What follows belongs to an exercise in optimizing a design on an open flow for small area, a short achievable clock period and few clock cycles; a production flow would make more cautious choices. Where RTL was checked, it was by simulation tests only, not by an equivalence proof against the original. No activity file was given, so power comes from the tool's default toggle rates.

Setup of 09-26:
==> flow/design.v (excerpt) <==
module fewcore (clk, reset, imem_addr, imem_rdata, dmem_addr, dmem_wdata, dmem_we, dmem_rdata);
Size in the first run: roughly 4400 cells after synthesis, roughly 160 I/O pins, roughly 37000 sq um of cells after synthesis.
export LEC_CHECK = 0
export ABC_AREA = 1
export CAP_MARGIN = 10
export CORE_MARGIN = 2
export CORE_UTILIZATION = 40
export PLACE_DENSITY = 0.6
export SLEW_MARGIN = 10
export TNS_END_PERCENT = 0
create_clock -name core_clock -period 12.5 [get_ports {clk}]
standard.sh (not shown) runs the stock make flow with config.mk's settings and CLKGATE_MAP_FILE= SYNTH_SCRIPT=/design/flow/synth_recipe.tcl, a recipe that flattens the netlist after the stock synthesis.
==> flow/flow/run.sh <==
#!/bin/bash
# Own flow: the standard layout (standard.sh, unchanged synthesis) with
#  - the ports buffered by a plain buffer cell instead of the delay cell the
#    resizer picks by default,
#  - timing repair asked to leave setup margin,
#  - a clock tree of fewer, smaller buffers without dummy loads.
# make's full output goes to standard_make.log; ORFS's per-step logs stay
# under orfs/logs.
set -uo pipefail
MARGIN=7.5
CTS="-sink_clustering_enable -repair_clock_nets -dont_use_dummy_load -sink_clustering_size 20 -sink_clustering_max_diameter 130 -buf_list sky130_fd_sc_hd__clkbuf_16"
bash standard.sh "SETUP_SLACK_MARGIN=$MARGIN" \
  "BUFFER_PORTS_ARGS=-buffer_cell sky130_fd_sc_hd__buf_1" \
  "CTS_ARGS=$CTS" \
  finish > standard_make.log 2>&1
09-26 completed end to end with timing, DRC and antenna clean.
Testbench counts of 09-26, summed over its fixed seeds: cycles 63,270.
Here is what was changed in the inputs of 03-09 compared with 09-26.
--- a/flow/design.v
+++ b/flow/design.v
@@ -1,28 +1,28 @@
 module forwardingBoard(a, b, uns, lt, eq);
 	input [31:0] a, b;
 	input uns;
-	output reg [3:0] lt, eq;
+	output reg [7:0] lt, eq;
 	wire [31:0] x = {a[31] ^ ~uns, a[30:0]};
 	wire [31:0] y = {b[31] ^ ~uns, b[30:0]};
 	reg [31:0] l, e;
 	integer w, i;
 	always @* begin
 		l = ~x & y;
 		e = ~(x ^ y);
-		for (w = 1; w < 8; w = w * 2)
+		for (w = 1; w < 4; w = w * 2)
 			for (i = 0; i < 32; i = i + 2 * w) begin
 				l[i] = l[i + w] | (e[i + w] & l[i]);
 				e[i] = e[i + w] & e[i];
 			end
-		for (i = 0; i < 4; i = i + 1) begin
-			lt[i] = l[8 * i];
-			eq[i] = e[8 * i];
+		for (i = 0; i < 8; i = i + 1) begin
+			lt[i] = l[4 * i];
+			eq[i] = e[4 * i];
 		end
 	end
 endmodule
 module decoder(
 	input  [31:0] inst,
 	output [3:0]  rs1,
 	output [3:0]  rs2,
 	output [3:0]  rd,
 	output [31:0] imm,
@@ -90,34 +90,23 @@
 	assign ldHalf = f3[1:0] == 2'b01;
 	assign ldUns  = f3[2];
 endmodule
 module alu(a, b, sub, cmpUns, shLeft, sum, lt, shOut);
 	input  [31:0] a, b;
 	input  sub, cmpUns, shLeft;
 	output [31:0] sum;
 	output lt;
 	output [31:0] shOut;
-	reg [31:0] g, p;
-	integer k, j;
-	always @* begin
-		g = a & b;
-		p = a ^ b;
-		g[0] = g[0] | (p[0] & sub);
-		for (k = 1; k < 32; k = k * 2)
-			for (j = 31; j >= k; j = j - 1) begin
-				g[j] = g[j] | (p[j] & g[j - k]);
-				p[j] = p[j] & p[j - k];
-			end
-	end
-	assign sum = (a ^ b) ^ {g[30:0], sub};
+	wire [33:0] s = {1'b0, a, 1'b1} + {1'b0, b, sub};
+	assign sum = s[32:1];
 	wire b31 = b[31] ^ sub;            
-	wire ltu = ~g[31];
-	wire lts = (a[31] ^ b31) ? a[31] : sum[31];
+	wire ltu = ~s[33];
+	wire lts = (a[31] ^ b31) ? a[31] : s[32];
 	assign lt = cmpUns ? ltu : lts;
 	reg [31:0] ain, rout;
 	integer i;
 	always @* begin
 		for (i = 0; i < 32; i = i + 1) ain[i] = shLeft ? a[31 - i] : a[i];
 	end
 	wire [31:0] r = ain >> b[4:0];
 	always @* begin
 		for (i = 0; i < 32; i = i + 1) rout[i] = shLeft ? r[31 - i] : r[i];
@@ -169,22 +158,24 @@
 	output dmem_we;
 	input  [31:0] dmem_rdata;
 	reg  [31:0] pcF;           
 	reg         fv;            
 	reg         again;         
 	reg         start;         
 	reg  [31:0] aX, oX;        
 	reg  [31:0] zX;            
 	reg         vX, jmpX, cEqX, cNeX, cLeX, cGeX;
-	reg  [3:0]  ltX, eqX;       
+	reg  [7:0]  ltX, eqX;       
 	wire [31:0] sum;           
 	wire [31:0] pcF4 = {pcF[31:2] + 30'd1, pcF[1:0]};
-	wire        bLt = ltX[3] | eqX[3] & (ltX[2] | eqX[2] & (ltX[1] | eqX[1] & ltX[0]));
+	wire        lLo = ltX[3] | eqX[3] & (ltX[2] | eqX[2] & (ltX[1] | eqX[1] & ltX[0]));
+	wire        lHi = ltX[7] | eqX[7] & (ltX[6] | eqX[6] & (ltX[5] | eqX[5] & ltX[4]));
+	wire        bLt = lHi | (&eqX[7:4]) & lLo;
 	wire        bEq = &eqX;
 	wire        takeX = jmpX | (cEqX & bEq) | (cNeX & ~bEq) | (cLeX & (bLt | bEq)) | (cGeX & ~bLt);
 	wire        redir = vX & takeX;
 	wire        dHaz;
 	wire        refetch = fv & dHaz & ~redir;
 	assign imem_addr = redir ? {sum[31:1], 1'b0} : start ? 32'b0 : again ? pcF : pcF4;
 	always @(posedge clk) begin
 		pcF <= refetch ? pcF : imem_addr;
 		if (reset) begin
@@ -226,19 +217,19 @@
 	);
 	reg  [3:0]  rdX;
 	reg         wrX, ldX;      
 	wire [31:0] res;           
 	wire m1 = dRs1 == rdX && wrX;
 	wire m2 = dRs2 == rdX && wrX;
 	assign dHaz = ldX & ((dUses1 & m1) | (dUses2 & m2));
 	wire [31:0] dA = m1 ? res : rf1;
 	wire [31:0] dB = m2 ? res : rf2;
-	wire [3:0] dLt, dEq;
+	wire [7:0] dLt, dEq;
 	forwardingBoard bcmp(.a(dA), .b(dB), .uns(imem_rdata[13]), .lt(dLt), .eq(dEq));
 	reg  stV, subX, cmpUnsX, shLeftX;
 	reg  rSumX, rLtX, rXorX, rOrX, rAndX, rShX, rXX, rNpcX;
 	reg  ldByteX, ldHalfX, ldUnsX;
 	always @(posedge clk) begin
 		aX   <= (dRTgt | dJal | dBr) ? pcF : dA;
 		oX   <= ((dBImm | dRTgt | dJal | dBr | dRImm) ? dImm : dB) ^ {32{dSub}};
 		zX   <= dB;
 		rdX  <= dRd;
Findings:
The layout-stage area growth over the synthesis result of 03-09 exceeds that of 09-26 by 0.55 points. Going from 09-26 to 03-09, internal power summed over all cells now sits higher, flip-flop and latch count went up 8, final-layout worst hold slack grew by 0.028 ns, worst slack after detailed placement grew by 0.32 ns, synthesized area per cell went down. There was hardly any difference in adder-cell area share of the yosys netlist between 09-26 and 03-09. Sequential fraction of total cell area in 03-09 is 0.58 points below 09-26. 03-09 ended with more total wire length after detailed routing than 09-26. Compared 03-09 vs 09-26, and design area is up in 03-09. Compared with 09-26, 03-09 shows a core occupancy in the finished layout that is 0.18 points higher. Remaining antenna violation count after routing came out exactly the same in 03-09 and 09-26. Compared with 09-26, in 03-09 power attributed to the clock group held steady; power grew by 1.8%.
No functional check of the RTL was part of 03-09.

separate check: timing with driven ports:
How much do the figures lean on ideal ports? The routed layouts below were timed once more, with nothing changed but the port constraints. Step 1 sets driving cells, clkbuf_16 on the clock port and buf_2 on the other inputs (assumed; they add their load-dependent delay and slew). Step 2 times the ports against the registers' clock, not the clock port: input delays grow and output delays shrink by t, the midpoint of the rising clock arrivals with the driver on. a / b / c = ideal / step 1 / step 2; a / b = the first two.
| run | t, ns | slack for setup (ns) | hold WS [ns] |
|---|---|---|---|
| 09-26 | 0.683 | 6.774 / 6.728 / 6.045 | 0.334 / 0.334 / 0.334 |
| 03-09 | 0.693 | 6.822 / 6.756 / 6.063 | 0.362 / 0.362 / 0.362 |
After both steps setup and hold are still met in every run listed. For 03-09, which loses most, drivers alone change the setup slack by -0.066 ns; drivers and shift together by -0.759 ns.
